Background: an optimization exercise with open tools, aiming at small area. Do not read the settings as production practice. At most, simulation tests tie the RTL to the original design; equivalence was not proved. Power is estimated from default activity; no workload was simulated.

==> flow/design.v (excerpt) <==
module sap1_top (
    input  wire        clk,
    input  wire        btnC,
    input  wire        btnR,
    input  wire        btnL,
    input  wire [15:0] sw,
    output wire        sclk,
    output wire        mosi,
    output wire        cs_n,
    output wire [6:0]  seg,
    output wire [3:0]  an,
    output wire [15:0] led
);
For scale: ~960 cells after synthesis, roughly 190 flip-flops, roughly 0.0081 sq mm of cells after synthesis.
export LEC_CHECK = 0
export CAP_MARGIN = 20
export CORE_MARGIN = 2
export CORE_UTILIZATION = 40
export CTS_BUF_LIST = sky130_fd_sc_hd__clkbuf_8
export CTS_CLUSTER_DIAMETER = 60
export CTS_CLUSTER_SIZE = 12
export SLEW_MARGIN = 20
create_clock -name core_clock -period 15.0 [get_ports {clk}]
standard.sh (not shown) runs the stock make flow with config.mk's settings and CLKGATE_MAP_FILE= SYNTH_SCRIPT=/design/flow/synth_recipe.tcl, a recipe that flattens the netlist after the stock synthesis.
==> flow/flow/run.sh <==
#!/bin/bash
# Standard layout with these changes: synthesis maps the logic with an
# area-oriented abc script (flow/area.abc) and without the adder-cell step
# (registers are untouched), the ports are buffered with the smallest
# buffer, and the clock tree is built from mid-size buffers without dummy
# loads.
set -euo pipefail
export MY_ABC_SCRIPT="$PWD/flow/area.abc"
bash standard.sh SYNTH_SCRIPT="$PWD/flow/synth.tcl" ADDER_MAP_FILE= \
  BUFFER_PORTS_ARGS="-buffer_cell sky130_fd_sc_hd__buf_1" \
  CTS_ARGS="-sink_clustering_enable -repair_clock_nets -buf_list sky130_fd_sc_hd__clkbuf_8 -sink_clustering_size 12 -sink_clustering_max_diameter 60 -dont_use_dummy_load" \
  finish > make_flow.log 2>&1
==> flow/flow/area.abc <==
&get -n
&st
&syn3
&dch -f
&put
amap
topo
dnsize -c
==> flow/flow/synth.tcl <==
proc synth {args} { yosys synth -nofsm -noshare {*}$args }
proc abc {args} {
  if {[info exists ::env(MY_ABC_SCRIPT)]} {
    set i [lsearch -exact $args -script]
    if {$i >= 0} { lset args [expr {$i + 1}] $::env(MY_ABC_SCRIPT) }
  }
  yosys abc {*}$args
}
source $::env(SCRIPTS_DIR)/synth.tcl
# left out here: clear keep_hierarchy, flatten, clean up, hide names made inside functions, write 1_2_yosys.v
Edit:
--- a/flow/design.v
+++ b/flow/design.v
@@ -83,24 +83,23 @@
           end
         assign sst[gi] = st;
       end else begin : g_unused
         assign sst[gi] = 1'b0;
       end
     end
   endgenerate
   reg [2:0] ist;
-  reg [2:0] wc;
   reg       wen;
   reg       psng;
   reg [3:0] song;    
   reg [7:0] inA;
   wire      ex = (ist == EXECUTE);
   wire      snap_ld;
-  wire      wr_last = (wc == (psng ? 3'd2 : 3'd7));
+  wire      wr_last;
   always @(posedge clk)
     if (rst) begin
       ist <= IDLE;
       wen <= 1'b0;
     end else if (pe) begin
       case (ist)
         IDLE: if (bR) ist <= SELECT_PROG;
         SELECT_PROG: begin
@@ -147,31 +146,31 @@
         default: begin
           ist <= IDLE;
           wen <= 1'b0;
         end
       endcase
     end
   always @(posedge clk)
     if (cv) inA <= {cv_t[2:0], cv_u[3], cv_u[2:0], cv_b};
-    else if (pe && ist == INPUT_A && bR) inA <= sst[7:0];
+    else if (pe) begin
+      if (ist == INPUT_A && bR) inA <= sst[7:0];
+      if ((ist == SELECT_PROG && bR && sst[13]) || (ist == INPUT_B && bR)) inA[2:0] <= 3'd0;
+      if (ist == WRITE_RAM) inA[2:0] <= inA[2:0] + 3'd1;
+    end
+  assign wr_last = (inA[2:0] == (psng ? 3'd2 : 3'd7));
   always @(posedge clk)
     if (cv) song[2:0] <= {cv_h[1:0], cv_t[3]};
     else if (pe) begin
       if (ist == SELECT_PROG && bR) begin
         psng <= sst[13];
         if (sst[13]) song <= sst[5:2];
         else song[0] <= (sst[15:14] == 2'b10);
       end
     end
-  always @(posedge clk)
-    if (pe) begin
-      if (ist == WRITE_RAM) wc <= wc + 3'd1;
-      else if (ist != WRITE_WAIT) wc <= 3'd0;
-    end
   reg [2:0] cst;    
   reg [2:0] pc;
   reg       irk;
   reg [3:0] irn;
   wire [1:0] opc = irk ? 2'b11 : irn[1:0];                  
   wire [3:0] opr = irk ? irn : {irn[3], irn[3], irn[3], irn[2]};   
   reg [7:0] ra, rb;
   reg [8:0] acc;
@@ -278,17 +277,28 @@
         if (spi_evt && ex) bc <= 6'd40;
       end else if (!q[0]) begin
         sck <= ~sck;
         if (!sck) bc <= bc - 6'd1;
       end
     end
   assign sclk = sck;
   assign cs_n = ~sending;
-  assign mosi = (bc < 6'd40) ? word[bc] : 1'b0;
+  reg mo;
+  always @(*) begin
+    case (bc[5:3])
+      3'd4: mo = s_a & ra[bc[2:0]];
+      3'd3: mo = s_b & rb[bc[2:0]];
+      3'd2: mo = s_c & acc[bc[2:0]];
+      3'd1: mo = word[{3'd1, bc[2:0]}];
+      3'd0: mo = word[{3'd0, bc[2:0]}];
+      default: mo = 1'b0;
+    endcase
+  end
+  assign mosi = mo;
   localparam [6:0] SEG_I = 7'b0110000, SEG_D = 7'b1011110, SEG_L = 7'b0111000,
                    SEG_E = 7'b1111001, SEG_S = 7'b1101101, SEG_A = 7'b1110111,
                    SEG_B = 7'b1111100, SEG_X = 7'b1110110, SEG_C = 7'b0111001,
                    SEG_MINUS = 7'b1000000, SEG_OFF = 7'b0000000;
   function [6:0] seg7;
     input [3:0] d;
     begin
       case (d)
=>
- power went down by 1.7%
- final cell count went down by 1.6%
- via count went down by 0.36%
- die area went down by 1.6%
- clock power went down by about 2%
- global-route usage is about the same
- register-to-register slack loses 240 ps
- design area went down by 1.7%
- area after synthesis went down by 1.7%
- worst setup slack loses 190 ps
- non-clock buffer count went down by 1
- utilization went up by 0.52 points
- first-iteration DRC count went up by 45%

* * *

Another version of the RTL of sap1_top (not shown whole).
Size in the first run: roughly 240 flip-flops, about 50 I/O pins, ~11000 µm² of cells after synthesis.
Settings: LEC_CHECK=0, ABC_AREA=0, CAP_MARGIN=20, CORE_MARGIN=2, CORE_UTILIZATION=40, CTS_BUF_LIST=sky130_fd_sc_hd__clkbuf_8, CTS_CLUSTER_DIAMETER=60, CTS_CLUSTER_SIZE=12, SLEW_MARGIN=20; clock period 15.0 ns.
run.sh (not shown) runs the stock make flow with config.mk's settings and CLKGATE_MAP_FILE= SYNTH_SCRIPT=/design/flow/synth_recipe.tcl, a recipe that flattens the netlist after the stock synthesis.
Stock flow here: none of the scripts above is used.
The first run went through all stages and came out clean.
==> next run, changes <==
--- a/flow/design.v
+++ b/flow/design.v
@@ -17,30 +17,30 @@
   reg [3:0] rcnt;
   always @(posedge clk)
     if (btnC) rcnt <= 4'b0111;
     else rcnt <= {rcnt[2:0], rcnt[3] & rcnt[2]};
   wire rst = (rcnt != 4'd0);
   reg [5:0] q;
   reg       run;
   always @(posedge clk)
     if (rst) begin
-      q   <= 6'd0;
+      q   <= 6'd15;
       run <= 1'b0;
     end else begin
       q <= q + 6'd1;
-      if (q[4:0] == 5'd31) run <= 1'b1;
+      if (q[4:0] == 5'd14) run <= 1'b1;
     end
   wire       halt;
   wire       tick     = run & ~halt;
-  wire       pe       = tick & (q[4:0] == 5'd0);
-  wire       ne       = tick & (q[4:0] == 5'd16);
-  wire       spi_evt  = tick & (q[4:0] == 5'd5);
-  wire       sap1_clk = tick & ~q[4];
+  wire       pe       = tick & (q[4:0] == 5'd15);
+  wire       ne       = tick & (q[4:0] == 5'd31);
+  wire       spi_evt  = tick & (q[4:0] == 5'd20);
+  wire       sap1_clk = tick & (q[4] ^ (q[3:0] == 4'd15));
   localparam [15:0] BT_FB = 16'd61583;
   reg       rl, ll;
   reg [3:0] rr, lr;
   reg       rs, ls, rf, lf, rlat, llat;
   reg [1:0] rsy, lsy;
   always @(posedge clk)
     if (rst) begin
       rl <= 1'b0; rr <= 4'd15; rs <= 1'b0; rf <= 1'b0; rlat <= 1'b0; rsy <= 2'b00;
       ll <= 1'b0; lr <= 4'd15; ls <= 1'b0; lf <= 1'b0; llat <= 1'b0; lsy <= 2'b00;
@@ -195,20 +195,20 @@
       3'd4:    ins = 8'h30;
       default: ins = 8'hF0;
     endcase
   end
   wire [7:0] bx  = rb ^ {8{op_sub}};
   wire [8:0] sum = {1'b0, ra} + {1'b0, bx} + {8'd0, op_sub};
   wire       neg = op_sub & ~sum[8];
   wire [7:0] mag = neg ? (~sum[7:0] + 8'd1) : sum[7:0];
   wire       pre_halt = ex & (cst == 3'd2) & op_hlt;
-  wire       cv  = pre_halt & ~q[4] & (q[3:0] != 4'd0) & (q[3:0] <= 4'd9);
-  wire       cv0 = (q[3:0] == 4'd1);
+  wire       cv  = pre_halt & q[4] & (~q[3] | (q[2:0] == 3'd0));
+  wire       cv0 = (q[3:0] == 4'd0);
   wire [3:0] cv_u = cv0 ? 4'd0 : add3(inB[3:0]);
   wire [3:0] cv_t = cv0 ? 4'd0 : add3(inB[7:4]);
   wire [2:0] cv_h = cv0 ? 3'd0 : m15[2:0];
   always @(posedge clk)
     if (rst) cst <= 3'd0;
     else if (ne && ex) cst <= (cst == 3'd5) ? 3'd0 : cst + 3'd1;
   always @(posedge clk)
     if (rst) begin
       pc <= 3'd0; opc <= 3'd0; opr <= 4'd0; ra <= 8'd0; rb <= 8'd0;
@@ -234,28 +234,28 @@
       endcase
     end else if (cv) acc <= {acc[7:0], 1'b0};
   reg [5:0]  bc;     
   reg        sck;
   reg [35:0] snap;
   wire       sending = ~&bc;
   wire [39:0] word = {snap[35:20], snap[19:12], snap[11], 1'b0, snap[10], 1'b0,
                       1'b0, snap[9:7], 1'b0, snap[6:0]};
   always @(posedge clk)
-    if (!sending && q[4:2] == 3'b011)
+    if (!sending && q[4:2] == 3'b110)
       snap <= {ra, rb, acc[7:0], sng_en, udf, pc, opr, cst};
   always @(posedge clk)
     if (rst) begin
       bc   <= 6'd63;
       sck  <= 1'b0;
     end else begin
       if (!sending) begin
         if (spi_evt && ex) bc <= 6'd40;
-      end else if (q[0]) begin
+      end else if (!q[0]) begin
         sck <= ~sck;
         if (!sck) bc <= bc - 6'd1;
       end
     end
   assign sclk = sck;
   assign cs_n = ~sending;
   assign mosi = (bc < 6'd40) ? word[bc] : 1'b0;
   localparam [6:0] SEG_I = 7'b0110000, SEG_D = 7'b1011110, SEG_L = 7'b0111000,
                    SEG_E = 7'b1111001, SEG_S = 7'b1101101, SEG_A = 7'b1110111,
@@ -288,19 +288,19 @@
         4'd8: add3 = 4'd11;
         4'd9: add3 = 4'd12;
         default: add3 = d;
       endcase
     end
   endfunction
   wire [10:0] bcd = {m15[2:0], inB};
   wire        ge100 = (bcd[10:8] != 3'd0);
   wire        ge10  = ge100 | (bcd[7:4] != 4'd0);
-  wire [1:0] ds = q[5:4] + {1'b0, |q[3:0]};
+  wire [1:0] ds = q[5:4];
   reg  [1:0] dsp;
   wire [3:0] nib = ds[1] ? {1'b0, bcd[10:8]} : ds[0] ? bcd[7:4] : bcd[3:0];
   wire [6:0] num = seg7(nib);
   wire       shown = (ds == 2'd0) | ((ds == 2'd1) & (udf | ge10)) | ((ds == 2'd2) & (udf | ge100));
   reg  [6:0] txt;
   always @(*) begin
     case (ist)
       IDLE:        txt = (ds == 2'd3) ? SEG_I : (ds == 2'd2) ? SEG_D : (ds == 2'd1) ? SEG_L : SEG_E;
       SELECT_PROG: txt = (ds == 2'd3) ? SEG_S : (ds == 2'd2) ? SEG_E : (ds == 2'd1) ? SEG_L : SEG_OFF;
What happened: Global-route usage fell by 0.45 points; power rose by 2.7%; synthesized cell count fell by 0.57%; first-iteration DRC count fell by 25%; sequential power is about the same; cell area hardly moves; wire length fell by 2.5%; die area fell by 0.90%; utilization rose by 0.22 points; count of clock-buffer cells in the layout rose by 3.
No run of this note included a check of the RTL's function; only the layout flow was run.

## afterwards: timing with drivers on the ports
The flow's constraints put no driver on any port. The routed layouts listed below were extracted and timed again, unchanged, in two steps. Step 1 sets driving cells, clkbuf_16 on the clock port and buf_2 on the other inputs (assumed; they add their load-dependent delay and slew). Step 2 adds t to the input delays and takes it off the output delays; t is the mean of the earliest and latest rising clock arrival at the registers after step 1. Input paths then give back, and output paths get back, about the clock's delay inside the block. a / b / c = ideal / step 1 / step 2; a / b = the first two.
run	t (ns)	slack for setup (ns)	worst setup path after step 2	latest minus earliest clock arrival (ns)	cell pins on the clock port's net
the first run of note 1	0.488	8.866 / 8.827 / 9.315	register to output	0.035 / 0.035	1
the second run of note 1	0.483	8.678 / 8.636 / 9.119	register to output	0.034 / 0.034	1
the first run of note 2	0.584	8.658 / 8.619 / 9.203	register to output	0.034 / 0.034	1
the second run of note 2	0.587	8.623 / 8.579 / 9.167	register to output	0.016 / 0.015	1
After both steps setup and hold are still met in every run listed.
